Context: an optimization exercise on an open-source flow, tuned for small area. The choices shown serve that exercise and are no tape-out recipe.
The RTL was checked by simulation tests, not by an equivalence proof against the original design.
Power is estimated from default activity; no workload was simulated.

==> flow/abc_area.script <==
strash
&get -n
&st
&dch
&nf -R 1000
&put
topo
==> config.mk <==
export PLATFORM = sky130hd
export DESIGN_NAME = sine_wave_wrapper
export DESIGN_NICKNAME = sine_wave_wrapper
export VERILOG_FILES = /design/flow/design.v
export SDC_FILE = /design/flow/constraint.sdc
export NUM_CORES = 4
export LEC_CHECK = 0
export CAP_MARGIN = 20
export CORE_MARGIN = 2
export CORE_UTILIZATION = 40
export SLEW_MARGIN = 20
==> design.v <==
module sine_wave_csr(
	input         Clk,
	input         ResetN,
	input         ChipSelect,
	input         Write,
	input         Read,
	input  [1:0]  Address,
	input  [31:0] WriteData,
	input  [9:0]  data_sin,
	output [31:0] ReadData,
	output        run,
	output [7:0]  fcw,
	output        enable_irq,
	output        clear_irq
);
	reg [7:0] data_reg;
	reg [7:0] fcw_reg;
	reg [1:0] control;
	wire wr = ChipSelect & Write;
	wire rd = ChipSelect & Read;
	assign enable_irq = control[1];
	assign run        = control[0];
	assign fcw        = fcw_reg;
	assign clear_irq  = wr & (Address == 2'd2);
	assign ReadData   = {24'h0, data_reg};
	always @(posedge Clk or negedge ResetN)
		if (~ResetN)
			fcw_reg <= 8'h0;
		else if (wr & (Address == 2'd0))
			fcw_reg <= WriteData[7:0];
	always @(posedge Clk or negedge ResetN)
		if (~ResetN)
			control <= 2'h0;
		else if (wr & (Address == 2'd1))
			control <= WriteData[1:0];
	always @(posedge Clk or negedge ResetN)
		if (~ResetN)
			data_reg <= 8'h0;
		else if (rd)
			case (Address)
				2'd0: data_reg <= fcw_reg;
				2'd1: data_reg <= {6'h0, control};
				2'd2: data_reg <= 8'h0;
				2'd3: data_reg <= data_sin[7:0];
			endcase
endmodule
module clk_divider(
	input  Clk,
	input  ResetN,
	input  run,
	input  enable_irq,
	input  clear_irq,
	output tick,
	output irq
);
	reg [4:0] lf;
	reg       tg;
	reg       flag;
	wire zero = ~(lf[3] | lf[1] | lf[0]);    
	wire go   = run & ~zero;                  
	always @(posedge Clk or negedge ResetN)
		if (~ResetN)
			lf <= 5'b00010;
		else if (go)
			lf <= {lf[3:0], lf[4] ^ lf[1]};
		else
			lf <= 5'b00010;
	always @(posedge Clk or negedge ResetN)
		if (~ResetN)
			tg <= 1'b0;
		else
			tg <= run & (tg ^ zero);
	always @(posedge Clk or negedge ResetN)
		if (~ResetN)
			flag <= 1'b0;
		else if (clear_irq)
			flag <= 1'b0;
		else if (zero)
			flag <= 1'b1;
	assign tick = run & zero & ~tg;
	assign irq  = flag & enable_irq;
endmodule
module phase_accumulator(
	input            clk,
	input            en,
	input            rst_n,
	input      [7:0] fcw,
	output reg [9:0] phase
);
	wire [9:0] b = {2'b00, fcw & {8{en}}};
	wire [10:0] c;
	wire [9:0] s;
	assign c[0] = 1'b0;
	genvar i;
	generate
		for (i = 0; i < 10; i = i + 1) begin : rca
			assign s[i]   = phase[i] ^ b[i] ^ c[i];
			assign c[i+1] = (phase[i] & b[i]) | (c[i] & (phase[i] ^ b[i]));
		end
	endgenerate
	always @(posedge clk or negedge rst_n)
		if (!rst_n)
			phase <= 10'd0;
		else
			phase <= s;
endmodule
module phase_to_amplitude_converter(
	input  [9:0] phase,
	output [9:0] data_sin
);
	wire [7:0] d;
	assign data_sin = {2'b00, d};
wire new_n19, new_n20, new_n21, new_n22, new_n23, new_n24, new_n25,
    new_n26, new_n27, new_n28, new_n29, new_n30, new_n31, new_n32, new_n33,
    new_n35, new_n36, new_n37, new_n38, new_n39, new_n40, new_n41, new_n42,
    new_n43, new_n44, new_n45, new_n46, new_n47, new_n48, new_n49, new_n50,
    new_n51, new_n52, new_n53, new_n54, new_n55, new_n56, new_n57, new_n58,
    new_n59, new_n60, new_n61, new_n62, new_n63, new_n64, new_n65, new_n66,
    new_n67, new_n68, new_n69, new_n70, new_n71, new_n72, new_n73, new_n74,
    new_n75, new_n76, new_n77, new_n78, new_n79, new_n81, new_n82, new_n83,
    new_n84, new_n85, new_n86, new_n87, new_n88, new_n89, new_n90, new_n91,
    new_n92, new_n93, new_n94, new_n95, new_n96, new_n97, new_n98, new_n99,
    new_n100, new_n101, new_n102, new_n103, new_n104, new_n105, new_n106,
    new_n107, new_n108, new_n109, new_n110, new_n111, new_n112, new_n113,
    new_n114, new_n115, new_n116, new_n117, new_n118, new_n119, new_n120,
    new_n121, new_n122, new_n123, new_n124, new_n125, new_n126, new_n127,
    new_n128, new_n129, new_n130, new_n131, new_n132, new_n133, new_n134,
    new_n135, new_n136, new_n137, new_n138, new_n139, new_n140, new_n141,
    new_n142, new_n143, new_n144, new_n145, new_n146, new_n147, new_n148,
    new_n149, new_n150, new_n151, new_n152, new_n153, new_n154, new_n155,
    new_n156, new_n157, new_n158, new_n159, new_n160, new_n161, new_n162,
    new_n163, new_n164, new_n165, new_n166, new_n167, new_n168, new_n169,
    new_n170, new_n171, new_n172, new_n174, new_n175, new_n176, new_n177,
    new_n178, new_n179, new_n180, new_n181, new_n182, new_n183, new_n184,
    new_n185, new_n186, new_n187, new_n188, new_n189, new_n190, new_n191,
    new_n192, new_n193, new_n194, new_n195, new_n196, new_n197, new_n198,
    new_n199, new_n200, new_n201, new_n202, new_n203, new_n204, new_n205,
    new_n206, new_n207, new_n208, new_n209, new_n210, new_n211, new_n212,
    new_n213, new_n214, new_n215, new_n216, new_n217, new_n218, new_n219,
    new_n220, new_n221, new_n222, new_n223, new_n224, new_n225, new_n226,
    new_n227, new_n228, new_n229, new_n230, new_n231, new_n232, new_n233,
    new_n234, new_n235, new_n236, new_n237, new_n238, new_n239, new_n240,
    new_n241, new_n242, new_n243, new_n244, new_n245, new_n246, new_n247,
    new_n248, new_n249, new_n250, new_n251, new_n252, new_n253, new_n254,
    new_n255, new_n256, new_n257, new_n258, new_n259, new_n260, new_n261,
    new_n262, new_n263, new_n264, new_n265, new_n266, new_n267, new_n268,
    new_n269, new_n270, new_n271, new_n272, new_n273, new_n274, new_n275,
    new_n276, new_n277, new_n278, new_n279, new_n280, new_n281, new_n282,
    new_n283, new_n284, new_n285, new_n286, new_n287, new_n288, new_n289,
    new_n290, new_n291, new_n292, new_n293, new_n294, new_n295, new_n296,
    new_n297, new_n298, new_n299, new_n300, new_n301, new_n302, new_n303,
    new_n305, new_n306, new_n307, new_n308, new_n309, new_n310, new_n311,
    new_n312, new_n313, new_n314, new_n315, new_n316, new_n317, new_n318,
    new_n319, new_n320, new_n321, new_n322, new_n323, new_n324, new_n325,
    new_n326, new_n327, new_n328, new_n329, new_n330, new_n331, new_n333,
    new_n334, new_n335, new_n336, new_n337, new_n338, new_n339, new_n340,
    new_n341, new_n342, new_n343, new_n344, new_n345, new_n346, new_n347,
    new_n348, new_n349, new_n350, new_n351, new_n352, new_n353, new_n354,
    new_n355, new_n356, new_n357, new_n358, new_n359, new_n360, new_n361,
    new_n362, new_n363, new_n364, new_n365, new_n366, new_n367, new_n368,
    new_n369, new_n370, new_n371, new_n372, new_n373, new_n374, new_n375,
    new_n376, new_n377, new_n378, new_n379, new_n381, new_n382, new_n383,
    new_n384, new_n385, new_n386, new_n387, new_n388, new_n389, new_n390,
    new_n391, new_n392, new_n393, new_n394, new_n395, new_n396, new_n397,
    new_n398, new_n399, new_n400, new_n401, new_n402, new_n403, new_n404,
    new_n405, new_n406, new_n407, new_n408, new_n409, new_n410, new_n411,
    new_n412, new_n413, new_n414, new_n415, new_n416, new_n417, new_n418,
    new_n419, new_n420, new_n421, new_n422, new_n423, new_n424, new_n425,
    new_n426, new_n427, new_n428, new_n429, new_n431, new_n432, new_n433,
    new_n434, new_n435, new_n436, new_n437, new_n438, new_n439, new_n440,
    new_n441, new_n442, new_n443, new_n444, new_n445, new_n446, new_n447,
    new_n448, new_n449, new_n450, new_n451, new_n452, new_n453, new_n454,
    new_n455, new_n456, new_n457, new_n458, new_n459, new_n460, new_n461;
  assign new_n19 = phase[2] & phase[1];
  assign new_n20 = ~phase[3] & ~new_n19;
  assign new_n21 = phase[6] & phase[4];
  assign new_n22 = ~new_n20 & new_n21;
  assign new_n23 = phase[6] & phase[5];
  assign new_n24 = ~new_n22 & ~new_n23;
  assign new_n25 = phase[8] & phase[7];
  assign new_n26 = ~new_n24 & new_n25;
  assign new_n27 = ~phase[3] & ~phase[2];
  assign new_n28 = phase[5] & phase[4];
  assign new_n29 = ~new_n27 & new_n28;
  assign new_n30 = ~phase[7] & ~phase[6];
  assign new_n31 = ~phase[8] & new_n30;
  assign new_n32 = ~new_n29 & new_n31;
  assign new_n33 = ~new_n26 & ~new_n32;
  assign d[7] = ~phase[9] & new_n33;
  assign new_n35 = phase[1] & phase[0];
  assign new_n36 = phase[3] & phase[2];
  assign new_n37 = ~new_n27 & ~new_n36;
  assign new_n38 = new_n35 & ~new_n37;
  assign new_n39 = phase[9] & ~new_n27;
  assign new_n40 = ~phase[7] & ~new_n39;
  assign new_n41 = ~new_n38 & new_n40;
  assign new_n42 = ~phase[6] & ~new_n41;
  assign new_n43 = ~phase[8] & phase[4];
  assign new_n44 = phase[8] & ~phase[4];
  assign new_n45 = phase[7] & new_n44;
  assign new_n46 = phase[9] & ~phase[1];
  assign new_n47 = new_n45 & new_n46;
  assign new_n48 = ~new_n43 & ~new_n47;
  assign new_n49 = new_n42 & ~new_n48;
  assign new_n50 = phase[9] & phase[5];
  assign new_n51 = new_n49 & new_n50;
  assign new_n52 = ~new_n33 & ~new_n51;
  assign new_n53 = ~phase[1] & ~phase[0];
  assign new_n54 = new_n36 & ~new_n53;
  assign new_n55 = ~phase[4] & ~new_n54;
  assign new_n56 = phase[7] & phase[6];
  assign new_n57 = ~new_n55 & new_n56;
  assign new_n58 = new_n24 & new_n57;
  assign new_n59 = ~phase[2] & ~phase[0];
  assign new_n60 = ~phase[1] & new_n59;
  assign new_n61 = phase[3] & ~new_n60;
  assign new_n62 = ~phase[4] & ~new_n61;
  assign new_n63 = ~phase[5] & new_n62;
  assign new_n64 = phase[8] & phase[6];
  assign new_n65 = ~new_n63 & new_n64;
  assign new_n66 = ~phase[8] & new_n27;
  assign new_n67 = new_n63 & new_n66;
  assign new_n68 = ~new_n65 & ~new_n67;
  assign new_n69 = phase[7] & ~phase[6];
  assign new_n70 = phase[8] & ~phase[7];
  assign new_n71 = ~phase[8] & phase[7];
  assign new_n72 = ~new_n70 & ~new_n71;
  assign new_n73 = ~new_n69 & ~new_n72;
  assign new_n74 = new_n68 & new_n73;
  assign new_n75 = ~new_n58 & ~new_n74;
  assign new_n76 = ~phase[9] & ~new_n68;
  assign new_n77 = phase[9] & new_n68;
  assign new_n78 = ~new_n76 & ~new_n77;
  assign new_n79 = ~new_n75 & new_n78;
  assign d[6] = new_n52 | new_n79;
  assign new_n81 = ~phase[6] & ~phase[5];
  assign new_n82 = phase[5] & new_n21;
  assign new_n83 = new_n72 & ~new_n82;
  assign new_n84 = d[7] & new_n83;
  assign new_n85 = ~new_n81 & new_n84;
  assign new_n86 = ~phase[6] & phase[5];
  assign new_n87 = ~phase[6] & ~phase[4];
  assign new_n88 = ~new_n21 & ~new_n87;
  assign new_n89 = phase[7] & new_n88;
  assign new_n90 = ~new_n86 & ~new_n89;
  assign new_n91 = ~d[7] & ~new_n90;
  assign new_n92 = phase[3] & new_n59;
  assign new_n93 = new_n52 & new_n92;
  assign new_n94 = ~phase[2] & ~phase[1];
  assign new_n95 = phase[3] & ~new_n94;
  assign new_n96 = ~new_n59 & new_n95;
  assign new_n97 = ~phase[5] & ~new_n96;
  assign new_n98 = new_n61 & ~new_n97;
  assign new_n99 = ~phase[7] & ~new_n98;
  assign new_n100 = phase[8] & ~new_n97;
  assign new_n101 = phase[5] & new_n20;
  assign new_n102 = ~phase[9] & ~new_n101;
  assign new_n103 = ~new_n100 & new_n102;
  assign new_n104 = ~new_n99 & new_n103;
  assign new_n105 = ~new_n93 & ~new_n104;
  assign new_n106 = phase[1] & new_n44;
  assign new_n107 = ~new_n105 & new_n106;
  assign new_n108 = ~phase[7] & new_n43;
  assign new_n109 = ~phase[9] & ~phase[3];
  assign new_n110 = new_n53 & new_n109;
  assign new_n111 = ~new_n27 & ~new_n110;
  assign new_n112 = new_n108 & ~new_n111;
  assign new_n113 = phase[7] & ~phase[4];
  assign new_n114 = new_n27 & new_n113;
  assign new_n115 = ~new_n110 & new_n114;
  assign new_n116 = ~phase[2] & new_n71;
  assign new_n117 = new_n110 & new_n116;
  assign new_n118 = ~new_n115 & ~new_n117;
  assign new_n119 = ~new_n112 & new_n118;
  assign new_n120 = ~phase[7] & new_n95;
  assign new_n121 = new_n81 & ~new_n120;
  assign new_n122 = phase[8] & ~new_n101;
  assign new_n123 = phase[9] & phase[6];
  assign new_n124 = ~new_n122 & new_n123;
  assign new_n125 = ~new_n121 & ~new_n124;
  assign new_n126 = new_n119 & ~new_n125;
  assign new_n127 = ~phase[4] & ~new_n71;
  assign new_n128 = new_n126 & new_n127;
  assign new_n129 = ~new_n107 & ~new_n128;
  assign new_n130 = ~new_n91 & new_n129;
  assign new_n131 = new_n72 & ~new_n130;
  assign new_n132 = ~phase[6] & phase[4];
  assign new_n133 = ~phase[3] & ~phase[0];
  assign new_n134 = ~new_n20 & ~new_n133;
  assign new_n135 = phase[8] & new_n134;
  assign new_n136 = new_n132 & new_n135;
  assign new_n137 = ~phase[7] & phase[6];
  assign new_n138 = new_n27 & ~new_n35;
  assign new_n139 = ~new_n54 & ~new_n138;
  assign new_n140 = phase[4] & new_n139;
  assign new_n141 = new_n137 & new_n140;
  assign new_n142 = phase[6] & new_n43;
  assign new_n143 = ~new_n134 & new_n142;
  assign new_n144 = ~new_n141 & new_n143;
  assign new_n145 = ~new_n136 & ~new_n144;
  assign new_n146 = ~phase[9] & ~new_n145;
  assign new_n147 = ~phase[8] & new_n54;
  assign new_n148 = ~new_n30 & ~new_n56;
  assign new_n149 = new_n147 & new_n148;
  assign new_n150 = ~new_n121 & ~new_n149;
  assign new_n151 = ~new_n126 & ~new_n150;
  assign new_n152 = phase[4] & new_n95;
  assign new_n153 = new_n50 & new_n152;
  assign new_n154 = phase[9] & new_n134;
  assign new_n155 = new_n19 & new_n50;
  assign new_n156 = ~phase[8] & ~phase[4];
  assign new_n157 = ~phase[3] & new_n156;
  assign new_n158 = ~new_n155 & new_n157;
  assign new_n159 = ~new_n154 & new_n158;
  assign new_n160 = ~new_n153 & ~new_n159;
  assign new_n161 = new_n137 & ~new_n160;
  assign new_n162 = ~new_n151 & ~new_n161;
  assign new_n163 = ~new_n42 & new_n43;
  assign new_n164 = new_n162 & new_n163;
  assign new_n165 = phase[9] & ~new_n164;
  assign new_n166 = ~new_n146 & ~new_n165;
  assign new_n167 = ~new_n131 & ~new_n166;
  assign new_n168 = ~new_n85 & ~new_n167;
  assign new_n169 = phase[9] & new_n71;
  assign new_n170 = new_n168 & ~new_n169;
  assign new_n171 = new_n50 & new_n52;
  assign new_n172 = new_n170 & ~new_n171;
  assign d[5] = new_n75 & new_n172;
  assign new_n174 = ~phase[9] & ~phase[7];
  assign new_n175 = new_n87 & new_n104;
  assign new_n176 = new_n21 & new_n36;
  assign new_n177 = ~phase[4] & ~new_n95;
  assign new_n178 = phase[8] & new_n177;
  assign new_n179 = ~new_n71 & ~new_n178;
  assign new_n180 = new_n23 & ~new_n179;
  assign new_n181 = ~new_n176 & ~new_n180;
  assign new_n182 = new_n100 & ~new_n134;
  assign new_n183 = ~new_n113 & new_n125;
  assign new_n184 = ~new_n182 & new_n183;
  assign new_n185 = new_n181 & ~new_n184;
  assign new_n186 = ~phase[2] & new_n132;
  assign new_n187 = ~new_n56 & ~new_n186;
  assign new_n188 = ~new_n20 & ~new_n187;
  assign new_n189 = ~new_n23 & ~new_n188;
  assign new_n190 = new_n185 & ~new_n189;
  assign new_n191 = new_n166 & new_n190;
  assign new_n192 = ~phase[2] & new_n191;
  assign new_n193 = phase[6] & ~new_n61;
  assign new_n194 = new_n164 & ~new_n193;
  assign new_n195 = phase[6] & new_n119;
  assign new_n196 = new_n20 & ~new_n195;
  assign new_n197 = new_n24 & ~new_n196;
  assign new_n198 = phase[8] & ~new_n197;
  assign new_n199 = ~phase[9] & ~phase[5];
  assign new_n200 = phase[7] & ~phase[2];
  assign new_n201 = new_n62 & ~new_n200;
  assign new_n202 = new_n199 & ~new_n201;
  assign new_n203 = ~new_n93 & new_n202;
  assign new_n204 = ~new_n198 & new_n203;
  assign new_n205 = ~new_n194 & new_n204;
  assign new_n206 = ~new_n192 & new_n205;
  assign new_n207 = ~phase[6] & new_n71;
  assign new_n208 = new_n206 & ~new_n207;
  assign new_n209 = new_n175 & new_n208;
  assign new_n210 = ~new_n36 & new_n45;
  assign new_n211 = ~new_n49 & ~new_n210;
  assign new_n212 = new_n25 & new_n211;
  assign new_n213 = new_n113 & new_n199;
  assign new_n214 = ~new_n114 & ~new_n213;
  assign new_n215 = ~new_n35 & ~new_n214;
  assign new_n216 = phase[8] & ~phase[6];
  assign new_n217 = ~new_n215 & new_n216;
  assign new_n218 = ~new_n212 & new_n217;
  assign new_n219 = ~new_n206 & new_n218;
  assign new_n220 = phase[2] & new_n175;
  assign new_n221 = new_n70 & ~new_n109;
  assign new_n222 = ~new_n88 & new_n221;
  assign new_n223 = ~new_n220 & ~new_n222;
  assign new_n224 = ~new_n219 & new_n223;
  assign new_n225 = new_n134 & new_n213;
  assign new_n226 = new_n119 & ~new_n164;
  assign new_n227 = ~phase[9] & new_n30;
  assign new_n228 = phase[8] & ~phase[1];
  assign new_n229 = ~new_n227 & ~new_n228;
  assign new_n230 = ~phase[5] & ~new_n229;
  assign new_n231 = ~new_n226 & new_n230;
  assign new_n232 = ~phase[1] & new_n27;
  assign new_n233 = new_n84 & ~new_n232;
  assign new_n234 = ~new_n93 & ~new_n233;
  assign new_n235 = ~phase[6] & new_n60;
  assign new_n236 = new_n154 & new_n235;
  assign new_n237 = new_n72 & new_n236;
  assign new_n238 = new_n211 & ~new_n237;
  assign new_n239 = ~new_n23 & ~new_n81;
  assign new_n240 = ~new_n238 & new_n239;
  assign new_n241 = ~new_n234 & new_n240;
  assign new_n242 = ~new_n107 & ~new_n161;
  assign new_n243 = ~new_n241 & new_n242;
  assign new_n244 = ~new_n231 & new_n243;
  assign new_n245 = ~new_n191 & new_n244;
  assign new_n246 = new_n27 & new_n53;
  assign new_n247 = phase[9] & new_n21;
  assign new_n248 = ~new_n246 & new_n247;
  assign new_n249 = ~new_n100 & new_n248;
  assign new_n250 = new_n245 & new_n249;
  assign new_n251 = ~new_n225 & ~new_n250;
  assign new_n252 = ~phase[5] & new_n251;
  assign new_n253 = ~new_n224 & new_n252;
  assign new_n254 = ~new_n209 & ~new_n253;
  assign new_n255 = phase[4] & new_n138;
  assign new_n256 = new_n68 & ~new_n255;
  assign new_n257 = ~phase[4] & ~new_n138;
  assign new_n258 = ~new_n256 & ~new_n257;
  assign new_n259 = ~new_n185 & new_n258;
  assign new_n260 = new_n254 & ~new_n259;
  assign new_n261 = new_n174 & ~new_n260;
  assign new_n262 = new_n162 & ~new_n240;
  assign new_n263 = ~new_n261 & new_n262;
  assign new_n264 = ~new_n119 & new_n199;
  assign new_n265 = ~new_n263 & new_n264;
  assign new_n266 = phase[4] & new_n134;
  assign new_n267 = ~new_n43 & ~new_n266;
  assign new_n268 = ~new_n86 & ~new_n267;
  assign new_n269 = phase[6] & ~phase[5];
  assign new_n270 = new_n267 & ~new_n269;
  assign new_n271 = ~new_n268 & ~new_n270;
  assign new_n272 = ~new_n172 & new_n271;
  assign new_n273 = ~new_n43 & new_n81;
  assign new_n274 = ~phase[8] & phase[5];
  assign new_n275 = phase[6] & new_n274;
  assign new_n276 = ~new_n273 & ~new_n275;
  assign new_n277 = new_n172 & ~new_n276;
  assign new_n278 = new_n28 & new_n174;
  assign new_n279 = new_n134 & new_n278;
  assign new_n280 = new_n251 & ~new_n279;
  assign new_n281 = ~phase[7] & phase[3];
  assign new_n282 = ~new_n147 & ~new_n281;
  assign new_n283 = new_n211 & new_n282;
  assign new_n284 = new_n50 & new_n87;
  assign new_n285 = ~new_n283 & new_n284;
  assign new_n286 = ~phase[5] & new_n248;
  assign new_n287 = new_n283 & new_n286;
  assign new_n288 = new_n75 & ~new_n287;
  assign new_n289 = ~new_n285 & new_n288;
  assign new_n290 = new_n280 & new_n289;
  assign new_n291 = ~new_n277 & new_n290;
  assign new_n292 = ~new_n272 & new_n291;
  assign new_n293 = ~new_n265 & new_n292;
  assign new_n294 = phase[6] & ~new_n53;
  assign new_n295 = phase[9] & ~new_n294;
  assign new_n296 = ~phase[3] & new_n295;
  assign new_n297 = phase[7] & phase[4];
  assign new_n298 = ~new_n27 & new_n297;
  assign new_n299 = ~new_n296 & new_n298;
  assign new_n300 = new_n114 & new_n295;
  assign new_n301 = ~new_n299 & ~new_n300;
  assign new_n302 = new_n23 & ~new_n301;
  assign new_n303 = new_n170 & new_n302;
  assign d[4] = new_n293 & ~new_n303;
  assign new_n305 = ~phase[7] & ~phase[5];
  assign new_n306 = phase[5] & new_n87;
  assign new_n307 = ~new_n99 & new_n306;
  assign new_n308 = ~new_n215 & ~new_n307;
  assign new_n309 = new_n168 & ~new_n308;
  assign new_n310 = ~new_n138 & ~new_n308;
  assign new_n311 = ~new_n23 & ~new_n310;
  assign new_n312 = ~phase[8] & ~new_n311;
  assign new_n313 = ~new_n309 & new_n312;
  assign new_n314 = ~new_n305 & ~new_n313;
  assign new_n315 = new_n44 & ~new_n154;
  assign new_n316 = ~new_n314 & ~new_n315;
  assign new_n317 = new_n293 & new_n316;
  assign new_n318 = ~new_n293 & ~new_n316;
  assign new_n319 = new_n269 & ~new_n318;
  assign new_n320 = ~new_n317 & new_n319;
  assign new_n321 = ~new_n172 & new_n274;
  assign new_n322 = ~new_n135 & ~new_n156;
  assign new_n323 = ~new_n236 & ~new_n322;
  assign new_n324 = ~new_n23 & ~new_n323;
  assign new_n325 = ~new_n301 & ~new_n324;
  assign new_n326 = ~new_n321 & new_n325;
  assign new_n327 = ~phase[7] & new_n156;
  assign new_n328 = ~new_n168 & new_n327;
  assign new_n329 = ~new_n175 & ~new_n328;
  assign new_n330 = ~new_n326 & new_n329;
  assign new_n331 = new_n263 & new_n330;
  assign d[3] = new_n320 | ~new_n331;
  assign new_n333 = ~new_n126 & ~new_n329;
  assign new_n334 = ~new_n61 & new_n199;
  assign new_n335 = ~new_n50 & ~new_n334;
  assign new_n336 = new_n119 & ~new_n335;
  assign new_n337 = new_n329 & new_n336;
  assign new_n338 = ~new_n333 & ~new_n337;
  assign new_n339 = new_n71 & ~new_n338;
  assign new_n340 = ~new_n55 & ~new_n266;
  assign new_n341 = new_n339 & ~new_n340;
  assign new_n342 = new_n245 & new_n254;
  assign new_n343 = ~new_n341 & new_n342;
  assign new_n344 = new_n138 & new_n216;
  assign new_n345 = new_n36 & new_n108;
  assign new_n346 = phase[1] & new_n345;
  assign new_n347 = phase[9] & ~new_n346;
  assign new_n348 = ~new_n344 & new_n347;
  assign new_n349 = new_n181 & new_n348;
  assign new_n350 = new_n63 & new_n137;
  assign new_n351 = phase[9] & ~new_n297;
  assign new_n352 = ~new_n58 & ~new_n351;
  assign new_n353 = ~new_n350 & new_n352;
  assign new_n354 = ~new_n339 & new_n353;
  assign new_n355 = ~new_n349 & ~new_n354;
  assign new_n356 = ~new_n147 & new_n301;
  assign new_n357 = new_n266 & ~new_n356;
  assign new_n358 = phase[7] & phase[2];
  assign new_n359 = ~phase[4] & ~new_n358;
  assign new_n360 = new_n296 & new_n359;
  assign new_n361 = ~new_n357 & ~new_n360;
  assign new_n362 = ~phase[9] & ~new_n23;
  assign new_n363 = ~new_n137 & new_n362;
  assign new_n364 = phase[7] & ~phase[5];
  assign new_n365 = ~new_n236 & new_n364;
  assign new_n366 = phase[9] & ~new_n86;
  assign new_n367 = ~new_n365 & new_n366;
  assign new_n368 = ~new_n363 & ~new_n367;
  assign new_n369 = ~new_n361 & new_n368;
  assign new_n370 = new_n133 & new_n228;
  assign new_n371 = new_n29 & new_n227;
  assign new_n372 = ~new_n370 & new_n371;
  assign new_n373 = new_n23 & ~new_n139;
  assign new_n374 = ~new_n154 & ~new_n373;
  assign new_n375 = ~phase[7] & new_n44;
  assign new_n376 = ~new_n374 & new_n375;
  assign new_n377 = ~new_n372 & ~new_n376;
  assign new_n378 = ~new_n369 & new_n377;
  assign new_n379 = ~new_n355 & new_n378;
  assign d[2] = new_n343 & new_n379;
  assign new_n381 = new_n280 & d[3];
  assign new_n382 = ~phase[9] & ~new_n381;
  assign new_n383 = phase[5] & ~new_n152;
  assign new_n384 = ~new_n177 & new_n383;
  assign new_n385 = ~new_n51 & new_n384;
  assign new_n386 = ~phase[4] & ~new_n36;
  assign new_n387 = phase[6] & ~new_n386;
  assign new_n388 = ~new_n248 & new_n387;
  assign new_n389 = ~new_n385 & ~new_n388;
  assign new_n390 = ~new_n174 & ~new_n389;
  assign new_n391 = ~new_n382 & new_n390;
  assign new_n392 = ~new_n308 & new_n382;
  assign new_n393 = ~new_n310 & ~new_n392;
  assign new_n394 = ~new_n391 & new_n393;
  assign new_n395 = new_n28 & new_n370;
  assign new_n396 = ~phase[5] & new_n222;
  assign new_n397 = ~new_n395 & ~new_n396;
  assign new_n398 = new_n394 & ~new_n397;
  assign new_n399 = ~phase[8] & ~new_n394;
  assign new_n400 = ~new_n29 & ~new_n313;
  assign new_n401 = ~new_n42 & ~new_n400;
  assign new_n402 = ~new_n208 & ~new_n401;
  assign new_n403 = ~new_n141 & ~new_n402;
  assign new_n404 = ~new_n181 & new_n301;
  assign new_n405 = ~new_n369 & ~new_n404;
  assign new_n406 = ~new_n231 & new_n405;
  assign new_n407 = new_n170 & ~new_n406;
  assign new_n408 = ~phase[5] & new_n255;
  assign new_n409 = ~new_n140 & ~new_n408;
  assign new_n410 = new_n216 & ~new_n409;
  assign new_n411 = ~new_n58 & new_n347;
  assign new_n412 = ~new_n410 & new_n411;
  assign new_n413 = ~new_n407 & new_n412;
  assign new_n414 = ~new_n69 & ~new_n177;
  assign new_n415 = phase[5] & ~new_n137;
  assign new_n416 = ~new_n414 & new_n415;
  assign new_n417 = ~new_n347 & new_n416;
  assign new_n418 = ~new_n413 & ~new_n417;
  assign new_n419 = ~new_n403 & new_n418;
  assign new_n420 = ~new_n212 & ~new_n339;
  assign new_n421 = new_n97 & new_n248;
  assign new_n422 = phase[6] & ~new_n421;
  assign new_n423 = ~new_n266 & ~new_n422;
  assign new_n424 = ~new_n420 & new_n423;
  assign new_n425 = new_n23 & ~new_n280;
  assign new_n426 = new_n129 & ~new_n425;
  assign new_n427 = ~new_n424 & new_n426;
  assign new_n428 = ~new_n419 & new_n427;
  assign new_n429 = ~new_n399 & new_n428;
  assign d[1] = ~new_n398 & new_n429;
  assign new_n431 = ~phase[7] & new_n154;
  assign new_n432 = new_n216 & ~new_n431;
  assign new_n433 = new_n129 & ~new_n432;
  assign new_n434 = ~new_n316 & new_n433;
  assign new_n435 = ~new_n381 & new_n434;
  assign new_n436 = new_n156 & new_n269;
  assign new_n437 = phase[5] & ~new_n109;
  assign new_n438 = ~new_n436 & ~new_n437;
  assign new_n439 = ~phase[7] & ~new_n438;
  assign new_n440 = phase[7] & new_n438;
  assign new_n441 = ~new_n385 & new_n440;
  assign new_n442 = new_n343 & new_n441;
  assign new_n443 = ~new_n439 & ~new_n442;
  assign new_n444 = new_n381 & ~new_n443;
  assign new_n445 = ~new_n140 & ~new_n297;
  assign new_n446 = new_n263 & ~new_n445;
  assign new_n447 = ~new_n385 & ~new_n446;
  assign new_n448 = phase[5] & phase[3];
  assign new_n449 = new_n89 & new_n448;
  assign new_n450 = ~new_n374 & new_n449;
  assign new_n451 = ~new_n30 & ~new_n450;
  assign new_n452 = ~new_n447 & ~new_n451;
  assign new_n453 = phase[8] & new_n114;
  assign new_n454 = ~new_n345 & ~new_n453;
  assign new_n455 = ~d[7] & ~new_n454;
  assign new_n456 = new_n56 & ~new_n156;
  assign new_n457 = ~new_n298 & new_n456;
  assign new_n458 = ~new_n146 & ~new_n457;
  assign new_n459 = ~new_n455 & new_n458;
  assign new_n460 = ~new_n452 & new_n459;
  assign new_n461 = ~new_n444 & new_n460;
  assign d[0] = new_n435 | ~new_n461;
endmodule
module sine_wave_generator(
	input        clk,
	input        en,
	input        rst_n,
	input  [7:0] fcw,
	output [9:0] phase,
	output [9:0] data_sin
);
	phase_accumulator            accumulator_inst (clk, en, rst_n, fcw, phase);
	phase_to_amplitude_converter converter_inst   (phase, data_sin);
endmodule
module sine_wave_wrapper(
	input         Clk,
	input         ResetN,
	input         ChipSelect,
	input         Write,
	input         Read,
	input  [1:0]  Address,
	input  [31:0] WriteData,
	output [31:0] ReadData,
	output [9:0]  oData_sin,
	output        irq
);
	wire       run, tick, enable_irq, clear_irq;
	wire [7:0] fcw;
	wire [9:0] phase;
	sine_wave_csr CSR(
		.Clk(Clk), .ResetN(ResetN),
		.ChipSelect(ChipSelect), .Write(Write), .Read(Read),
		.Address(Address), .WriteData(WriteData), .ReadData(ReadData),
		.data_sin(oData_sin), .run(run), .fcw(fcw),
		.enable_irq(enable_irq), .clear_irq(clear_irq));
	clk_divider clk_div(
		.Clk(Clk), .ResetN(ResetN), .run(run),
		.enable_irq(enable_irq), .clear_irq(clear_irq),
		.tick(tick), .irq(irq));
	sine_wave_generator sine_gen(
		.clk(Clk), .en(tick), .rst_n(ResetN), .fcw(fcw),
		.phase(phase), .data_sin(oData_sin));
endmodule
==> standard.sh <==
#!/bin/bash
# synth_recipe.tcl (not shown) runs the flow's synth.tcl, then flattens the netlist and writes it again
# the make line also repeats each setting of config.mk as NAME=value (left out here)
make -C /OpenROAD-flow-scripts/flow DESIGN_CONFIG=/design/flow/config.mk WORK_HOME=/design/flow/orfs CLKGATE_MAP_FILE= SYNTH_SCRIPT=/design/flow/synth_recipe.tcl "${@:-finish}"
==> flow/run.sh <==
#!/bin/bash
# Layout flow: the standard flow (standard.sh) with these changes.
#  * Synthesis runs the standard flow's synthesis script unchanged, but ABC maps the logic
#    with an area-oriented script (flow/abc_area.script).
#    Half adders are kept out of synthesis (ha_1 is barred there), so Yosys
#    extracts only full adders (the phase accumulator's ripple chain) and ABC
#    maps everything else.
#    Registers are mapped by the same dfflibmap step as in the standard flow.
#  * Layout settings passed to standard.sh below: the buffers synthesis
#    leaves are removed at floorplan, constant outputs share one tie cell,
#    clock tree synthesis inserts no dummy loads, and ports are buffered with
#    sky130_fd_sc_hd__buf_1.
# Each step's output goes to a log file of its own in this folder; ORFS's own
# per-step logs are under orfs/logs.
set -euo pipefail
W=$PWD
rm -rf "$W/scripts_area"
cp -r "$FLOW_HOME/scripts" "$W/scripts_area"
cp "$W/flow/abc_area.script" "$W/scripts_area/abc_area.script"
bash standard.sh SCRIPTS_DIR="$W/scripts_area" ABC_AREA=1 ADDER_MAP_FILE=$FLOW_HOME/platforms/sky130hd/cells_adders_hd.v "DONT_USE_CELLS=sky130_fd_sc_hd__probe_p_8 sky130_fd_sc_hd__probec_p_8 sky130_fd_sc_hd__lpflow_bleeder_1 sky130_fd_sc_hd__lpflow_clkbufkapwr_1 sky130_fd_sc_hd__lpflow_clkbufkapwr_16 sky130_fd_sc_hd__lpflow_clkbufkapwr_2 sky130_fd_sc_hd__lpflow_clkbufkapwr_4 sky130_fd_sc_hd__lpflow_clkbufkapwr_8 sky130_fd_sc_hd__lpflow_clkinvkapwr_1 sky130_fd_sc_hd__lpflow_clkinvkapwr_16 sky130_fd_sc_hd__lpflow_clkinvkapwr_2 sky130_fd_sc_hd__lpflow_clkinvkapwr_4 sky130_fd_sc_hd__lpflow_clkinvkapwr_8 sky130_fd_sc_hd__lpflow_decapkapwr_12 sky130_fd_sc_hd__lpflow_decapkapwr_3 sky130_fd_sc_hd__lpflow_decapkapwr_4 sky130_fd_sc_hd__lpflow_decapkapwr_6 sky130_fd_sc_hd__lpflow_decapkapwr_8 sky130_fd_sc_hd__lpflow_inputiso0n_1 sky130_fd_sc_hd__lpflow_inputiso0p_1 sky130_fd_sc_hd__lpflow_inputiso1n_1 sky130_fd_sc_hd__lpflow_inputiso1p_1 sky130_fd_sc_hd__lpflow_inputisolatch_1 sky130_fd_sc_hd__lpflow_isobufsrc_1 sky130_fd_sc_hd__lpflow_isobufsrc_16 sky130_fd_sc_hd__lpflow_isobufsrc_2 sky130_fd_sc_hd__lpflow_isobufsrc_4 sky130_fd_sc_hd__lpflow_isobufsrc_8 sky130_fd_sc_hd__lpflow_isobufsrckapwr_16 sky130_fd_sc_hd__lpflow_lsbuf_lh_hl_isowell_tap_1 sky130_fd_sc_hd__lpflow_lsbuf_lh_hl_isowell_tap_2 sky130_fd_sc_hd__lpflow_lsbuf_lh_hl_isowell_tap_4 sky130_fd_sc_hd__lpflow_lsbuf_lh_isowell_4 sky130_fd_sc_hd__lpflow_lsbuf_lh_isowell_tap_1 sky130_fd_sc_hd__lpflow_lsbuf_lh_isowell_tap_2 sky130_fd_sc_hd__lpflow_lsbuf_lh_isowell_tap_4 sky130_fd_sc_hd__ha_1" synth > "$W/synth.log" 2>&1
bash standard.sh \
  REMOVE_ABC_BUFFERS=1 SKIP_REPAIR_TIE_FANOUT=1 GPL_TIMING_DRIVEN=0 SETUP_SLACK_MARGIN=0.3 "CTS_ARGS=-sink_clustering_enable -sink_clustering_size 50 -sink_clustering_max_diameter 1000 -buf_list sky130_fd_sc_hd__clkbuf_16 -root_buf sky130_fd_sc_hd__clkbuf_16 -repair_clock_nets -dont_use_dummy_load" \
  "BUFFER_PORTS_ARGS=-buffer_cell sky130_fd_sc_hd__buf_1" \
  finish > "$W/layout.log" 2>&1
==> constraint.sdc <==
create_clock -name core_clock -period 10.0 [get_ports {Clk}]
set_input_delay 2.0000 -clock core_clock [delete_from_list [all_inputs] [get_ports {Clk}]]
set_output_delay 2.0000 -clock core_clock [all_outputs]
set_load 0.01 [all_outputs]
==> out/metrics.cfg, run 1 <==
[final_layout]
largest_register_ffs=10
antenna_cells_inserted=0
fillers=801
total_area_of_multi_input_combinational_cells_mm2=0.00206
nNetsFinal=478
synthToLayoutAreaGrowth_pct=6.50
instances_no_fill=532
layout-drive-gt1-share_pct=3.02
layout.area.seq_um2=882
final_cell_area_mm2=0.00336

[worst_setup_path]
critical-path-slowest-cell=dfrtp_1
startpoint_type=flip-flop
crit_type=reg -> out
count_of_buffering_cells_on_the_critical_path_with_inverters_included=3
crit_path_dat_ns=7.27
crit_fanout=27
cp-end-kind=primary output
worstPathRequired_ns=8.00
path_delay_family=simple AND/OR/NAND/NOR gates
max_stage_delay_ns=1.03

[sta]
slew_viol_final=0
rsz0062_at_grt=false
max_clock_freq_ghz=0.108
min_period_over_period_pct=92.7
final_period_minus_worst_setup_slack_ns=9.27
post_route_clock_skew_ns=0.0178
report.final.hold_viol_count=0
slew-limit-headroom_pct=30.1
whs_ns=0.481
finalSetupViolCount=0
setup-tns-final_ns=0
worst_pin_slew_ns=1.05

[clock_network]
clkTransAtPathRegs_ns=0.06
cts.repair.resized=0
hold_fix_buffer_count_after_cts=0
cts_buffers=5
worst_case_clock_buffer_depth=2
clock_tree.htree_level_count=2
cts_tree=built
clock_insertion_delay_worst_skew_ns=0.28
clock-root-buffer=clkbuf_16
clock_sink_count=35
number_of_setup_buffers_added_after_cts=0

[route]
routedWlPerCell_um=20.8
postRouteWirelength_mm=11.1
post-route-drc-count=0
drt-vias-per-instance=6.33
routed-via-count=3366
dr.first_iter.drc_count=386
drt_first_pass_iters=5
ant_nets=0

[synth]
synth_seq_area_share_pct=27.8
synth_top_flop_cell=dfrtp_1
synth_top_cells_by_area=dfrtp_1 27%, nand2_1 7.9%, nor2_1 6.5%
synthArstFlopShare_pct=100
netlist.top_cell.by_area=dfrtp_1
synth.distinct_cells=52
yosys_warnings=3
syn_area_mm2=0.00316
netlist_instances=419
ff_latch_count_synth=35
synth_edf_count=0
synth_area_per_cell_um2=7.53
synth_top_cell_area_share_pct=27.0

[grt]
grt.overflow.total=0
gr-usage-all-layers_pct=26.4
grt_pass1_wl_mm=17.6
grt_pass1_vias=3213
initial_antenna_violation_count=0
grt_start_max_net_pins=31

[power_and_ir_drop]
sw_frac_of_total_pct=58.6
cellInternalPower_mw=0.597
sequentialPowerShare_pct=25.2
net-switching-power_mw=0.845
leakage_nw=1.29
total_power_mw=1.44
max-vdd-ir-drop_uv=178
power.combinational.fraction_pct=65.4
power.share.clock_pct=9.4
power-per-cell-area_mw_per_mm2=429

[die]
rows=32
io-pin-count=82
floorplan.die.width_um=92.8
coreArea_mm2=0.00769
floorplan.initialDensity_pct=41.0
floorplan.die_area_mm2=0.00862
vertical_die_dimension_um=92.8

[placed_design]
place.gp.congestion=1.00
placed_cells_incl_taps=527
port_buffers=31
detailed_place_hpwl_mm=8.24
placedInstanceArea_mm2=0.00323

[flow_run]
timing.max_cap.violations=0

[hold_path]
min_path_type=reg -> reg

[outcome]
status=complete, no violations

final timing paths:
| check | from | end | slack (ns) | cells after the start |
|---|---|---|---|---|
| max in group asynchronous | ResetN | clk_div.lf[1] | 7.96 | 2 |
| setup reg to reg | sine_gen.accumulator_inst.phase[7] | CSR.data_reg[1] | 2.84 | 30 |
| setup / recovery | sine_gen.accumulator_inst.phase[7] | oData_sin[1] | 0.73 | 29 |
| hold / removal | clk_div.lf[2] | clk_div.lf[3] | 0.48 | 1 |
| hold reg to reg | clk_div.lf[2] | clk_div.lf[3] | 0.48 | 1 |
| min in group asynchronous | ResetN | CSR.data_reg[4] | 1.58 | 1 |
metal layers:
layer | track usage (%) | share of wire (%)
met1 | 38.6 | 43
met2 | 37.9 | 42
met4 | 9.44 | 3.9
met5 | 0 | 0
met3 | 6.27 | 11
cell type report:
type	count	area share (%)
Multi-Input combinational cell	350	61.2
Clock buffer	5	3.72
Inverter	8	0.894
Tap cell	102	3.80
Timing Repair Buffer	32	4.10
Sequential cell	35	26.2
kinds of logic (layout without fill, tap and decap cells):
| group | Yosys count | in the layout | share of synthesized area, % |
|---|---|---|---|
| and+or+nand+nor | 202 | 202 | 29.7 |
| AOI/OAI and AO/OA | 123 | 123 | 25.3 |
| DFF | 35 | 35 | 27.8 |
| other | 1 | 1 | 0.119 |
| adders and majority gates | 7 | 7 | 4.44 |
| buffers and inverters | 34 | 45 | 7.14 |
| xor gates and xnor gates | 7 | 7 | 1.94 |
| muxes | 10 | 10 | 3.57 |
Yosys cell counts, types with 4 or more instances:
cell       instances
a2111oi_0          4
a211oi_1           7
a21o_1             5
a21oi_1           24
a31oi_1           16
and2_0            15
and3_1             4
buf_4             26
clkinv_1           8
dfrtp_1           34
fa_1               7
mux2_1            10
nand2_1           66
nand2b_1           7
nand3_1           10
nor2_1            55
nor2b_1            9
nor3_1            15
o211ai_1           5
o21ai_0           30
or2_0              6
or3_1              5
xnor2_1            4
per-stage QoR:
stage	utilization, %	setup slack [ns]
2_1_floorplan	-	2.72
3_5_place_dp	42.0	0.934
4_1_cts	43.6	0.587
5_1_grt	43.7	0.386
3_3_place_gp	41.7	0.662
6_report	43.7	0.726
power groups by stage:
stage | sequential (mW) | clock (mW) | combinational (mW)
final | 0.364 | 0.135 | 0.943
after global routing | 0.373 | 0.147 | 1.02
after CTS | 0.353 | 0.139 | 0.912
after detailed placement | 0.355 | 0 | 0.906
after global placement | 0.363 | 0 | 0.931
after floorplan | 0.297 | 0 | 0.625
layout by cell type, fill, tap and decap left out, types with 3 or more instances in the layout:
| cell type | count |
|---|---|
| or2_0 | 6 |
| nand4_1 | 3 |
| a21boi_0 | 3 |
| xor2_1 | 3 |
| a2111oi_0 | 4 |
| a21oi_1 | 24 |
| dfrtp_1 | 30 |
| xnor2_1 | 4 |
| mux2_1 | 10 |
| nor3_1 | 15 |
| and2_0 | 15 |
| nor2_1 | 55 |
| dfrtp_2 | 4 |
| nand3_1 | 10 |
| clkinv_1 | 8 |
| a211oi_1 | 6 |
| or3_1 | 5 |
| nand2_1 | 66 |
| a21o_1 | 5 |
| nor4_1 | 3 |
| clkbuf_16 | 5 |
| fa_1 | 7 |
| buf_1 | 30 |
| nor2b_1 | 9 |
| o211ai_1 | 5 |
| nand2b_1 | 7 |
| a31oi_1 | 16 |
| o21ai_0 | 30 |
| and3_1 | 4 |
| a22oi_1 | 3 |
==> inputs of run 2 (changes only) <==
--- a/flow/run.sh
+++ b/flow/run.sh
@@ -20,5 +20,5 @@
 bash standard.sh SCRIPTS_DIR="$W/scripts_area" ABC_AREA=1 ADDER_MAP_FILE=$FLOW_HOME/platforms/sky130hd/cells_adders_hd.v "DONT_USE_CELLS=sky130_fd_sc_hd__probe_p_8 sky130_fd_sc_hd__probec_p_8 sky130_fd_sc_hd__lpflow_bleeder_1 sky130_fd_sc_hd__lpflow_clkbufkapwr_1 sky130_fd_sc_hd__lpflow_clkbufkapwr_16 sky130_fd_sc_hd__lpflow_clkbufkapwr_2 sky130_fd_sc_hd__lpflow_clkbufkapwr_4 sky130_fd_sc_hd__lpflow_clkbufkapwr_8 sky130_fd_sc_hd__lpflow_clkinvkapwr_1 sky130_fd_sc_hd__lpflow_clkinvkapwr_16 sky130_fd_sc_hd__lpflow_clkinvkapwr_2 sky130_fd_sc_hd__lpflow_clkinvkapwr_4 sky130_fd_sc_hd__lpflow_clkinvkapwr_8 sky130_fd_sc_hd__lpflow_decapkapwr_12 sky130_fd_sc_hd__lpflow_decapkapwr_3 sky130_fd_sc_hd__lpflow_decapkapwr_4 sky130_fd_sc_hd__lpflow_decapkapwr_6 sky130_fd_sc_hd__lpflow_decapkapwr_8 sky130_fd_sc_hd__lpflow_inputiso0n_1 sky130_fd_sc_hd__lpflow_inputiso0p_1 sky130_fd_sc_hd__lpflow_inputiso1n_1 sky130_fd_sc_hd__lpflow_inputiso1p_1 sky130_fd_sc_hd__lpflow_inputisolatch_1 sky130_fd_sc_hd__lpflow_isobufsrc_1 sky130_fd_sc_hd__lpflow_isobufsrc_16 sky130_fd_sc_hd__lpflow_isobufsrc_2 sky130_fd_sc_hd__lpflow_isobufsrc_4 sky130_fd_sc_hd__lpflow_isobufsrc_8 sky130_fd_sc_hd__lpflow_isobufsrckapwr_16 sky130_fd_sc_hd__lpflow_lsbuf_lh_hl_isowell_tap_1 sky130_fd_sc_hd__lpflow_lsbuf_lh_hl_isowell_tap_2 sky130_fd_sc_hd__lpflow_lsbuf_lh_hl_isowell_tap_4 sky130_fd_sc_hd__lpflow_lsbuf_lh_isowell_4 sky130_fd_sc_hd__lpflow_lsbuf_lh_isowell_tap_1 sky130_fd_sc_hd__lpflow_lsbuf_lh_isowell_tap_2 sky130_fd_sc_hd__lpflow_lsbuf_lh_isowell_tap_4 sky130_fd_sc_hd__ha_1" synth > "$W/synth.log" 2>&1
 bash standard.sh \
-  REMOVE_ABC_BUFFERS=1 SKIP_REPAIR_TIE_FANOUT=1 GPL_TIMING_DRIVEN=0 SETUP_SLACK_MARGIN=0.3 "CTS_ARGS=-sink_clustering_enable -sink_clustering_size 50 -sink_clustering_max_diameter 1000 -buf_list sky130_fd_sc_hd__clkbuf_16 -root_buf sky130_fd_sc_hd__clkbuf_16 -repair_clock_nets -dont_use_dummy_load" \
+  REMOVE_ABC_BUFFERS=1 SKIP_REPAIR_TIE_FANOUT=1 GPL_TIMING_DRIVEN=0 SETUP_SLACK_MARGIN=0.3 "CTS_ARGS=-sink_clustering_enable -repair_clock_nets -dont_use_dummy_load" \
   "BUFFER_PORTS_ARGS=-buffer_cell sky130_fd_sc_hd__buf_1" \
   finish > "$W/layout.log" 2>&1
==> run 2 against run 1 <==
Clock skew increased by 0.0044 ns. Sequential share of layout area increased by 0.45 points. Combinational power about the same. Sequential power about the same. Wire length decreased by 0.35%. Die area unchanged. Via count increased by 1.2%. Critical path depth unchanged. Fmax increased by 0.28%. Worst setup slack improved by 0.026 ns. Final cell count unchanged. Design area decreased by 1.7%. Largest power group unchanged.
==> out/metrics.cfg, run 2 <==
[route]
drt_first_pass_iters=5
drt-vias-per-instance=6.41
ant_nets=0
routedWlPerCell_um=20.7
postRouteWirelength_mm=11.0
post-route-drc-count=0
routed-via-count=3408
dr.first_iter.drc_count=357

[final_layout]
synthToLayoutAreaGrowth_pct=4.72
total_area_of_multi_input_combinational_cells_mm2=0.00206
nNetsFinal=478
instances_no_fill=532
layout.cells.most_common=nand2_1
layout.area.seq_um2=882
largest_register_ffs=10
final_cell_area_mm2=0.00330
most-common-layout-cells=66 x nand2_1, 55 x nor2_1, 30 x dfrtp_1, 30 x o21ai_0, 30 x buf_1
fillers=807
layout-drive-gt1-share_pct=3.02
final_core_utilization_pct=43.0
antenna_cells_inserted=0

[power_and_ir_drop]
total_power_mw=1.39
leakage_nw=1.26
max-vdd-ir-drop_uv=176
power-per-cell-area_mw_per_mm2=421

[clock_network]
cts.repair.resized=0
worst_case_clock_buffer_depth=2
cts_buffers=5
clock_insertion_delay_worst_skew_ns=0.28
hold_fix_buffer_count_after_cts=0
clkTransAtPathRegs_ns=0.08
clock_tree.htree_level_count=2
clock-root-buffer=clkbuf_8
number_of_setup_buffers_added_after_cts=0
clock_sink_count=35
cts_tree=built

[sta]
min_period_over_period_pct=92.5
worst_pin_slew_ns=1.05
max_clock_freq_ghz=0.108
rsz0062_at_grt=false
setup-tns-final_ns=0
slew_viol_final=0
final_period_minus_worst_setup_slack_ns=9.25
finalSetupViolCount=0
post_route_clock_skew_ns=0.0222
slew-limit-headroom_pct=30.2
whs_ns=0.486
final.setup.worst_slack_ns=0.753
report.final.hold_viol_count=0

[die]
coreArea_mm2=0.00769
rows=32
io-pin-count=82
floorplan.die_area_mm2=0.00862
floorplan.die.width_um=92.8
floorplan.initialDensity_pct=41.0
vertical_die_dimension_um=92.8

[outcome]
status=complete, no violations

[placed_design]
place.gp.congestion=1.00
placed_cells_incl_taps=527
placedInstanceArea_mm2=0.00323
detailed_place_hpwl_mm=8.24
port_buffers=31
place_ws_ns=0.934

[synth]
synth_area_per_cell_um2=7.53
ff_latch_count_synth=35
synth_seq_area_share_pct=27.8
netlist_instances=419
synth_edf_count=0
synth_top_cells_by_area=dfrtp_1 27%, nand2_1 7.9%, nor2_1 6.5%
syn_area_mm2=0.00316
synth.distinct_cells=52
synth_top_flop_cell=dfrtp_1
post_synth_most_frequent_cells=66 x nand2_1, 55 x nor2_1, 34 x dfrtp_1, 30 x o21ai_0, 26 x buf_4
yosysMostFrequentCell=nand2_1
synth_top_cell_area_share_pct=27.0
netlist.top_cell.by_area=dfrtp_1
yosys_warnings=3
synthArstFlopShare_pct=100

[worst_setup_path]
reg2reg_setup_slack_ns=2.87
r2r.worst_path.cells=30
crit_path_dat_ns=7.25
path_delay_family=simple AND/OR/NAND/NOR gates
crit_type=reg -> out
critical-path-slowest-cell=dfrtp_1
instance_count_on_the_critical_path=29
worstPathRequired_ns=8.00
count_of_buffering_cells_on_the_critical_path_with_inverters_included=3
crit_fanout=27
cp-end-kind=primary output
startpoint_type=flip-flop
max_stage_delay_ns=1.03

[grt]
grt_pass1_vias=3203
gr-usage-all-layers_pct=26.3
initial_antenna_violation_count=0
grt_pass1_wl_mm=17.5
grt_start_max_net_pins=31
grt.overflow.total=0

[hold_path]
min_path_type=reg -> reg
worstHoldPathCells=1

[flow_run]
timing.max_cap.violations=0

==> run 2: cell counts after synthesis <==
Identical to the previous run, type by type.
==> run 2: area by class of cell <==
type                            count  share of cell area, %
Clock buffer                        5                   2.08
Sequential cell                    35                   26.7
Inverter                            8                  0.909
Multi-Input combinational cell    350                   62.3
Timing Repair Buffer               32                   4.17
Tap cell                          102                   3.86
==> run 2: cell families after synthesis <==
logic type	count (synthesis)	share of synthesized area, %
AND/OR/NAND/NOR	202	29.7
AO/OA/AOI/OAI	123	25.3
flip-flops	35	27.8
buffers and inverters	34	7.14
multiplexers	10	3.57
adder cells (fa/ha/maj)	7	4.44
XOR/XNOR	7	1.94
other	1	0.119
==> run 2: routing by layer <==
layer  routed length, um  global-route usage [%]
met4                 392                    8.70
met3                1240                    6.75
met5                   0                       0
met1                4720                    38.4
met2                4660                    37.8
==> run 2: power by group <==
part           switching [mW]  internal (mW)  total (mW)
registers               0.171          0.191       0.363
logic                   0.622          0.318       0.940
clock network          0.0433         0.0448      0.0881
==> run 2: worst paths after layout <==
| path | endpoint | start |
|---|---|---|
| max | oData_sin[1] | sine_gen.accumulator_inst.phase[7] |
| min | clk_div.lf[3] | clk_div.lf[2] |
| max reg2reg | CSR.data_reg[1] | sine_gen.accumulator_inst.phase[7] |
| min reg2reg | clk_div.lf[3] | clk_div.lf[2] |
| max in group asynchronous | clk_div.lf[1] | ResetN |
| min in group asynchronous | CSR.data_reg[1] | ResetN |

what the ideal ports hide:
In the flow no input, the clock included, has a driving cell. The finished layouts below were timed again as built, in two steps. Step 1: set_driving_cell puts a clkbuf_16 on Clk and a buf_2 on each other input, an assumption about the parent block. Step 2 also shifts input and output timing later by t, the mid clock arrival at the registers, as if the neighbouring blocks saw the same clock. a / b / c = ideal / step 1 / step 2; a / b = the first two.
run	shift t [ns]	setup slack, ns	worst setup path at the end	worst slew at a driven data input, ns
run 1	0.301	0.726 / 0.693 / 0.994	register to output	0.03
run 2	0.298	0.753 / 0.727 / 1.025	register to output	0.03
After both steps every run listed still meets setup and hold.
